Background: an optimization exercise with open tools, aiming at small area. Do not read the settings as production practice.
RTL that was checked went through simulation tests only; none was proved equivalent to the original.
Power is estimated from default activity; no workload was simulated.

==> inputs of trial 14 <==
Design cmvga, start of the top module:
module cmvga(
	input clk,
	input rst_n,
	input Empty,
	input [7:0] RXD_Data,
	input c_ready_ext,
	input Vertical_Split,
	input Horizontal_Split,
	input VGA_debug,
	output HSYNC,
	output VSYNC,
	output [3:0] RED,
	output [3:0] GREEN,
	output [3:0] BLUE,
	output [3:0] c_addr,
	output [13:0] c_data,
	output c_valid,
	output [7:0] Config_Status,
	output [3:0] Config_Notification,
	output Config_Notification_Valid,
	output [3:0] Config_Error,
	output Error_Valid,
	output [3:0] VGA_Notification,
	output VGA_Notification_Valid);
clock: 10.0 ns
lec_check: 0
cap_margin: 20
core_margin: 2
core_utilization: 40
cts_buf_list: sky130_fd_sc_hd__clkbuf_8
place_density: 0.6
slew_margin: 20
run.sh (not shown) runs the stock make flow with config.mk's settings and CLKGATE_MAP_FILE= SYNTH_SCRIPT=/design/flow/synth_recipe.tcl, a recipe that flattens the netlist after the stock synthesis.
==> inputs of trial 58, as changes to trial 14 <==
--- a/flow/design.v
+++ b/flow/design.v
@@ -248,86 +248,73 @@
 			vx <= 1'b0;
 			vy <= 1'b0;
 		end else begin
 			if (hs) vx <= in_x;
 			if (vs) vy <= in_y;
 		end
 	end
 	reg [11:0] col0, col1, col2, col3, dvga;
-	reg [3:0]  cw;
-	reg        dz;
 	reg [1:0]  cur;
 	reg        diff;
 	reg        vn_hi;
 	reg [1:0]  vn_lo;
 	reg        vnv;
 	wire xl = cx < x_half;
 	wire yl = cy < y_half;
 	wire right = ~xl & (cur[0] | VGA_debug);
 	wire down  = ~yl & (cur[1] | VGA_debug);
 	reg [11:0] pick;
-	reg        pick_w;
 	always @* begin
 		case ({VGA_debug, down, right})
 			3'b000: pick = col0;
 			3'b001: pick = col1;
 			3'b010: pick = col2;
 			3'b011: pick = col3;
 			3'b100: pick = 12'hF79;
 			3'b101: pick = 12'hF60;
 			3'b110: pick = 12'h7F9;
 			default: pick = 12'h7F0;
 		endcase
-		case ({down, right})
-			2'b00: pick_w = cw[0];
-			2'b01: pick_w = cw[1];
-			2'b10: pick_w = cw[2];
-			default: pick_w = cw[3];
-		endcase
 	end
 	wire sw = Horizontal_Split | Vertical_Split;
 	wire [1:0] qnew = sw ? {Horizontal_Split, Vertical_Split} : cdata[1:0];
 	wire qupd = ~VGA_debug & (sw | bus_quad);
-	wire colw = ~VGA_debug & bus_col;
-	wire dload = vx & vy;
-	always @(posedge clk) begin
-		if (colw & (cdata[13:12] == 2'b00)) col0 <= cdata[11:0];
-		if (colw & (cdata[13:12] == 2'b01)) col1 <= cdata[11:0];
-		if (colw & (cdata[13:12] == 2'b10)) col2 <= cdata[11:0];
-		if (colw & (cdata[13:12] == 2'b11)) col3 <= cdata[11:0];
-		if (dload) dvga <= pick;
-	end
 	always @(posedge clk or negedge rst_n) begin
 		if (!rst_n) begin
 			cmres <= 2'b00;
-			cw <= 4'b0000;
-			dz <= 1'b1;
+			col0 <= 12'd0; col1 <= 12'd0; col2 <= 12'd0; col3 <= 12'd0;
+			dvga <= 12'd0;
 			cur <= 2'b00;
 			diff <= 1'b0;
 			vn_hi <= 1'b0;
 			vn_lo <= 2'b00;
 			vnv <= 1'b0;
 		end else begin
 			if (~VGA_debug & bus_res)
 				cmres <= cdata[1:0];
-			if (colw)
-				cw[cdata[13:12]] <= 1'b1;
-			if (dload)
-				dz <= ~VGA_debug & ~pick_w;
+			if (~VGA_debug & bus_col) begin
+				case (cdata[13:12])
+					2'b00: col0 <= cdata[11:0];
+					2'b01: col1 <= cdata[11:0];
+					2'b10: col2 <= cdata[11:0];
+					2'b11: col3 <= cdata[11:0];
+				endcase
+			end
 			if (qupd) begin
 				cur <= qnew;
 				diff <= (qnew != cur);
 			end
 			vnv <= ~VGA_debug & diff;
 			if (~VGA_debug & diff) begin
 				vn_hi <= 1'b1;
 				vn_lo <= cur;
 			end
+			if (vx & vy)
+				dvga <= pick;
 		end
 	end
-	wire show = act & ~dz;
 	assign VGA_Notification = {vn_hi, 1'b0, vn_lo};
 	assign VGA_Notification_Valid = vnv;
-	assign RED   = show ? dvga[3:0]  : 4'b0000;
-	assign GREEN = show ? dvga[7:4]  : 4'b0000;
-	assign BLUE  = show ? dvga[11:8] : 4'b0000;
+	assign RED   = act ? dvga[3:0]  : 4'b0000;
+	assign GREEN = act ? dvga[7:4]  : 4'b0000;
+	assign BLUE  = act ? dvga[11:8] : 4'b0000;
 endmodule
Settings changed: CTS_BUF_LIST sky130_fd_sc_hd__clkbuf_8 to default.
==> inputs of build 79, as changes to trial 14 <==
--- a/flow/design.v
+++ b/flow/design.v
@@ -17,16 +17,55 @@
 	output c_valid,
 	output [7:0] Config_Status,
 	output [3:0] Config_Notification,
 	output Config_Notification_Valid,
 	output [3:0] Config_Error,
 	output Error_Valid,
 	output [3:0] VGA_Notification,
 	output VGA_Notification_Valid);
+	wire bus_res, bus_col, bus_quad;
+	wire [9:0] ix;
+	wire hs, vs, act, vx, vy, xl, yl;
+	cm_cmd u_cmd(.clk(clk), .rst_n(rst_n), .Empty(Empty), .RXD_Data(RXD_Data),
+		.c_ready_ext(c_ready_ext), .c_addr(c_addr), .c_data(c_data), .c_valid(c_valid),
+		.Config_Status(Config_Status), .Config_Notification(Config_Notification),
+		.Config_Notification_Valid(Config_Notification_Valid),
+		.Config_Error(Config_Error), .Error_Valid(Error_Valid),
+		.bus_res(bus_res), .bus_col(bus_col), .bus_quad(bus_quad));
+	vga_tim u_vga(.clk(clk), .rst_n(rst_n), .bus_res(bus_res), .cdata(c_data[1:0]),
+		.hs(hs), .vs(vs), .act(act), .ix(ix));
+	cm_pos u_pos(.clk(clk), .rst_n(rst_n), .res_wr(bus_res & ~VGA_debug), .cdata(c_data[1:0]),
+		.hs(hs), .vs(vs), .ix(ix), .vx(vx), .vy(vy), .xl(xl), .yl(yl));
+	cm_dat u_dat(.clk(clk), .rst_n(rst_n), .VGA_debug(VGA_debug),
+		.Horizontal_Split(Horizontal_Split), .Vertical_Split(Vertical_Split),
+		.bus_col(bus_col), .bus_quad(bus_quad), .cdata(c_data),
+		.vx(vx), .vy(vy), .xl(xl), .yl(yl), .act(act),
+		.RED(RED), .GREEN(GREEN), .BLUE(BLUE),
+		.VGA_Notification(VGA_Notification), .VGA_Notification_Valid(VGA_Notification_Valid));
+	assign HSYNC = hs;
+	assign VSYNC = vs;
+endmodule
+module cm_cmd(
+	input clk,
+	input rst_n,
+	input Empty,
+	input [7:0] RXD_Data,
+	input c_ready_ext,
+	output [3:0] c_addr,
+	output [13:0] c_data,
+	output c_valid,
+	output [7:0] Config_Status,
+	output [3:0] Config_Notification,
+	output Config_Notification_Valid,
+	output [3:0] Config_Error,
+	output Error_Valid,
+	output bus_res,
+	output bus_col,
+	output bus_quad);
 	localparam [2:0] S_IDLE  = 3'd0,
 	                 S_READ  = 3'd1,
 	                 S_PROC  = 3'd2,
 	                 S_WNOT  = 3'd3,   
 	                 S_WSIL  = 3'd4,   
 	                 S_WERR  = 3'd5,   
 	                 S_DELIV = 3'd6,
 	                 S_ERR   = 3'd7;
@@ -142,52 +181,57 @@
 	assign c_addr = caddr;
 	assign c_data = cdata;
 	assign c_valid = cval;
 	assign Config_Status = {cs_baud, 1'b0, cs_par, cs_stop, cs_res};
 	assign Config_Notification = {cn_hi, cn_hi, cn_lo};
 	assign Config_Notification_Valid = cval | (st == S_WNOT);
 	assign Config_Error = {1'b0, ce};
 	assign Error_Valid = ev;
-	wire bus_res   = cval & caddr[1] & caddr[0];
-	wire bus_col   = cval & caddr[3] & ~caddr[1] & ~caddr[0];
-	wire bus_quad  = cval & caddr[3] & caddr[1] & ~caddr[0];
+	assign bus_res  = cval & caddr[1] & caddr[0];
+	assign bus_col  = cval & caddr[3] & ~caddr[1] & ~caddr[0];
+	assign bus_quad = cval & caddr[3] & caddr[1] & ~caddr[0];
+endmodule
+module vga_tim(
+	input clk,
+	input rst_n,
+	input bus_res,
+	input [1:0] cdata,
+	output reg hs,
+	output reg vs,
+	output reg act,
+	output [9:0] ix);
 	reg [1:0]  vres;           
 	reg        load;
 	reg [11:0] hcnt;
 	reg [9:0]  vcnt;
-	reg        hs, vs, act;
 	wire load_nxt = bus_res;
 	wire clr = load | load_nxt;
-	reg [11:0] h_max, h_sp1, h_lm, h_rm;
-	reg [9:0]  v_max, v_sp1, v_lm, v_rm;
-	reg [7:0]  h_off;
-	always @* begin
-		case (vres)
-			2'b01: begin
-				h_max = 12'd1056; h_sp1 = 12'd127; h_lm = 12'd212; h_rm = 12'd1016;
-				v_max = 10'd628;  v_sp1 = 10'd3;   v_lm = 10'd27;  v_rm = 10'd627;
-				h_off = 8'd128;
-			end
-			2'b10: begin
-				h_max = 12'd2688; h_sp1 = 12'd135; h_lm = 12'd296; h_rm = 12'd1320;
-				v_max = 10'd806;  v_sp1 = 10'd5;   v_lm = 10'd35;  v_rm = 10'd803;
-				h_off = 8'd136;
-			end
-			default: begin
-				h_max = 12'd800;  h_sp1 = 12'd95;  h_lm = 12'd144; h_rm = 12'd784;
-				v_max = 10'd524;  v_sp1 = 10'd1;   v_lm = 10'd33;  v_rm = 10'd513;
-				h_off = 8'd96;
-			end
-		endcase
-	end
-	wire h_end = (hcnt == h_max);
-	wire h_rise = (hcnt == h_sp1);
+	wire r2 = vres[1];
+	wire r1 = vres[0];
+	wire h_end = r2 ? (hcnt[11] & hcnt[9] & hcnt[7]) :
+	             r1 ? (hcnt[10] & hcnt[5]) :
+	                  (hcnt[9] & hcnt[8] & hcnt[5]);
+	wire v_end = r2 ? (vcnt[9] & vcnt[8] & vcnt[5] & vcnt[2] & vcnt[1]) :
+	             r1 ? (vcnt[9] & vcnt[6] & vcnt[5] & vcnt[4] & vcnt[2]) :
+	                  (vcnt[9] & vcnt[3] & vcnt[2]);
+	wire h_rise = ~hs & (r2 ? (hcnt[7] & hcnt[2] & hcnt[1] & hcnt[0]) :
+	                     r1 ? (&hcnt[6:0]) :
+	                          (hcnt[6] & (&hcnt[4:0])));
+	wire v_rise = r2 ? (vcnt[2] & vcnt[0]) :
+	              r1 ? (vcnt[1] & vcnt[0]) :
+	                   vcnt[0];
 	wire en_v = h_rise & ~clr;
-	wire v_end = (vcnt == v_max);
+	wire h_in = r2 ? (hcnt >= 12'd296 && hcnt <= 12'd1320) :
+	            r1 ? (hcnt >= 12'd212 && hcnt <= 12'd1016) :
+	                 (hcnt >= 12'd144 && hcnt <= 12'd784);
+	wire v_in = r2 ? (vcnt >= 10'd35 && vcnt <= 10'd803) :
+	            r1 ? (vcnt >= 10'd27 && vcnt <= 10'd627) :
+	                 (vcnt >= 10'd33 && vcnt <= 10'd513);
+	wire [7:0] h_off = r2 ? 8'd136 : r1 ? 8'd128 : 8'd96;
 	always @(posedge clk) begin
 		if (clr | h_end)
 			hcnt <= 12'd0;
 		else
 			hcnt <= hcnt + 12'd1;
 		if (clr)
 			vcnt <= 10'd0;
 		else if (en_v)
@@ -203,70 +247,91 @@
 		end else begin
 			if (bus_res)
 				vres <= cdata[1:0];
 			load <= load_nxt;
 			hs <= ~clr & (hs ? ~h_end : h_rise);
 			if (clr)
 				vs <= 1'b0;
 			else if (en_v)
-				vs <= vs ? ~v_end : (vcnt == v_sp1);
-			act <= ~load & (hcnt >= h_lm) & (hcnt <= h_rm)
-			             & (vcnt >= v_lm) & (vcnt <= v_rm);
+				vs <= vs ? ~v_end : v_rise;
+			act <= ~load & h_in & v_in;
 		end
 	end
-	assign HSYNC = hs;
-	assign VSYNC = vs;
+	assign ix = hcnt[9:0] - {2'b00, h_off};
+endmodule
+module cm_pos(
+	input clk,
+	input rst_n,
+	input res_wr,
+	input [1:0] cdata,
+	input hs,
+	input vs,
+	input [9:0] ix,
+	output reg vx,
+	output reg vy,
+	output xl,
+	output yl);
 	reg [1:0] cmres;          
 	reg [9:0] cx, cy, iy;
-	reg       vx, vy;
-	reg [9:0] x_bp, x_fp, y_bp, y_fp, x_half, y_half;
-	always @* begin
-		case (cmres)
-			2'b01: begin
-				x_bp = 10'd87;  x_fp = 10'd799;  y_bp = 10'd22; y_fp = 10'd599;
-				x_half = 10'd399; y_half = 10'd299;
-			end
-			2'b10: begin
-				x_bp = 10'd159; x_fp = 10'd1023; y_bp = 10'd28; y_fp = 10'd767;
-				x_half = 10'd511; y_half = 10'd383;
-			end
-			default: begin
-				x_bp = 10'd47;  x_fp = 10'd639;  y_bp = 10'd30; y_fp = 10'd479;
-				x_half = 10'd319; y_half = 10'd239;
-			end
-		endcase
-	end
-	wire [9:0] ix = hcnt[9:0] - {2'b00, h_off};
-	wire in_x = (ix > x_bp) & (ix < x_fp);
-	wire in_y = (iy > y_bp) & (iy < y_fp);
+	wire c2 = cmres[1];
+	wire c1 = cmres[0];
+	wire in_x = c2 ? (ix > 10'd159 && ix != 10'd1023) :
+	            c1 ? (ix > 10'd87 && ix < 10'd799) :
+	                 (ix > 10'd47 && ix < 10'd639);
+	wire in_y = c2 ? (iy > 10'd28 && iy < 10'd767) :
+	            c1 ? (iy > 10'd22 && iy < 10'd599) :
+	                 (iy > 10'd30 && iy < 10'd479);
 	always @(posedge clk) begin
 		cx <= (hs & in_x) ? cx + 10'd1 : 10'd0;
 		cy <= (vs & in_y) ? cy + 10'd1 : 10'd0;
 		iy <= vs ? iy + 10'd1 : 10'd0;
 	end
 	always @(posedge clk or negedge rst_n) begin
 		if (!rst_n) begin
 			vx <= 1'b0;
 			vy <= 1'b0;
+			cmres <= 2'b00;
 		end else begin
+			if (res_wr)
+				cmres <= cdata[1:0];
 			if (hs) vx <= in_x;
 			if (vs) vy <= in_y;
 		end
 	end
+	assign xl = c2 ? (cx < 10'd511) : c1 ? (cx < 10'd399) : (cx < 10'd319);
+	assign yl = c2 ? (cy < 10'd383) : c1 ? (cy < 10'd299) : (cy < 10'd239);
+endmodule
+module cm_dat(
+	input clk,
+	input rst_n,
+	input VGA_debug,
+	input Horizontal_Split,
+	input Vertical_Split,
+	input bus_col,
+	input bus_quad,
+	input [13:0] cdata,
+	input vx,
+	input vy,
+	input xl,
+	input yl,
+	input act,
+	output [3:0] RED,
+	output [3:0] GREEN,
+	output [3:0] BLUE,
+	output [3:0] VGA_Notification,
+	output VGA_Notification_Valid);
 	reg [11:0] col0, col1, col2, col3, dvga;
 	reg [3:0]  cw;
 	reg        dz;
 	reg [1:0]  cur;
 	reg        diff;
 	reg        vn_hi;
 	reg [1:0]  vn_lo;
 	reg        vnv;
-	wire xl = cx < x_half;
-	wire yl = cy < y_half;
 	wire right = ~xl & (cur[0] | VGA_debug);
 	wire down  = ~yl & (cur[1] | VGA_debug);
 	reg [11:0] pick;
 	reg        pick_w;
 	always @* begin
 		case ({VGA_debug, down, right})
 			3'b000: pick = col0;
 			3'b001: pick = col1;
@@ -293,27 +358,24 @@
 		if (colw & (cdata[13:12] == 2'b00)) col0 <= cdata[11:0];
 		if (colw & (cdata[13:12] == 2'b01)) col1 <= cdata[11:0];
 		if (colw & (cdata[13:12] == 2'b10)) col2 <= cdata[11:0];
 		if (colw & (cdata[13:12] == 2'b11)) col3 <= cdata[11:0];
 		if (dload) dvga <= pick;
 	end
 	always @(posedge clk or negedge rst_n) begin
 		if (!rst_n) begin
-			cmres <= 2'b00;
 			cw <= 4'b0000;
 			dz <= 1'b1;
 			cur <= 2'b00;
 			diff <= 1'b0;
 			vn_hi <= 1'b0;
 			vn_lo <= 2'b00;
 			vnv <= 1'b0;
 		end else begin
-			if (~VGA_debug & bus_res)
-				cmres <= cdata[1:0];
 			if (colw)
 				cw[cdata[13:12]] <= 1'b1;
 			if (dload)
 				dz <= ~VGA_debug & ~pick_w;
 			if (qupd) begin
 				cur <= qnew;
 				diff <= (qnew != cur);
 			end
==> comparison table <==
quantity                                                     trial 14       build 79      trial 58
Setup WS pre-CTS                                              5350 ps        5280 ps       5360 ps
Fraction of area in multi-input gates                           40.2%          36.2%         43.2%
Sequential area share after synthesis                           50.8%          54.9%         45.9%
Clk. pwr                                                       459 uW         510 uW        703 uW
Share of the core filled with cells in the final layout         45.7%          46.9%         47.2%
Global-route total usage across every layer                     17.1%          17.4%         18.0%
Total of warnings raised by yosys                                   1              4             1
Core Region                                               0.0233 mm^2    0.0212 mm^2   0.0234 mm^2
Cell area after synthesis                                0.00940 mm^2   0.00870 mm^2  0.00949 mm^2
Row Count                                                          56             53            56
Reg2Reg Launch Point                                          vres[0]  u_vga.vres[0]       vres[0]
Antenna violations before repair                                    2              1             2
DP Cell Count                                                   1,222          1,128         1,293
Total routed wire length on the met1 layer                    9920 um        9570 um     10,500 um
Highest clock frequency the design can meet                 0.240 GHz      0.231 GHz     0.239 GHz
Outcome                              no timing/DRC/antenna violations  no timing/DRC/antenna violations  no timing/DRC/antenna violations
Fillers                                                         2,250          1,992         2,268
Met2 layer wire length in the routed design                   8980 um        8230 um       9620 um
Placer's final routability congestion estimate                  0.813          0.832         0.798
Adder and majority gate portion of the synthesized area         6.77%          2.30%         6.59%
Met3 GRT Util                                                   4.54%          4.61%         4.63%
Max layer used                                                   met5           met4          met5
Critical Path Stages                                                8              5             4
No functional check of the RTL was part of trial 14.

## afterwards: timing with drivers on the ports
How much do the figures lean on ideal ports? The routed layouts below were timed once more, with nothing changed but the port constraints. Step 1, drivers: a clkbuf_16 drives clk and a buf_2 each remaining input, both assumed. Step 2 times the ports against the registers' clock, not the clock port: input delays grow and output delays shrink by t, the midpoint of the rising clock arrivals with the driver on. a / b / c = no drivers / after step 1 / after step 2; a / b = the first two.
run	shift t [ns]	setup WS [ns]	latest minus earliest clock arrival (ns)	slew at the worst register clock pin (ns)
trial 14	0.495	5.830 / 5.833 / 5.346	0.017 / 0.017	0.10 / 0.10
trial 58	0.477	5.823 / 5.807 / 5.329	0.014 / 0.013	0.08 / 0.08
build 79	0.502	5.672 / 5.646 / 5.144	0.013 / 0.013	0.10 / 0.10
After both steps every run listed still meets setup and hold. For build 79, which loses most, drivers alone change the setup slack by -0.026 ns; drivers and shift together by -0.528 ns.
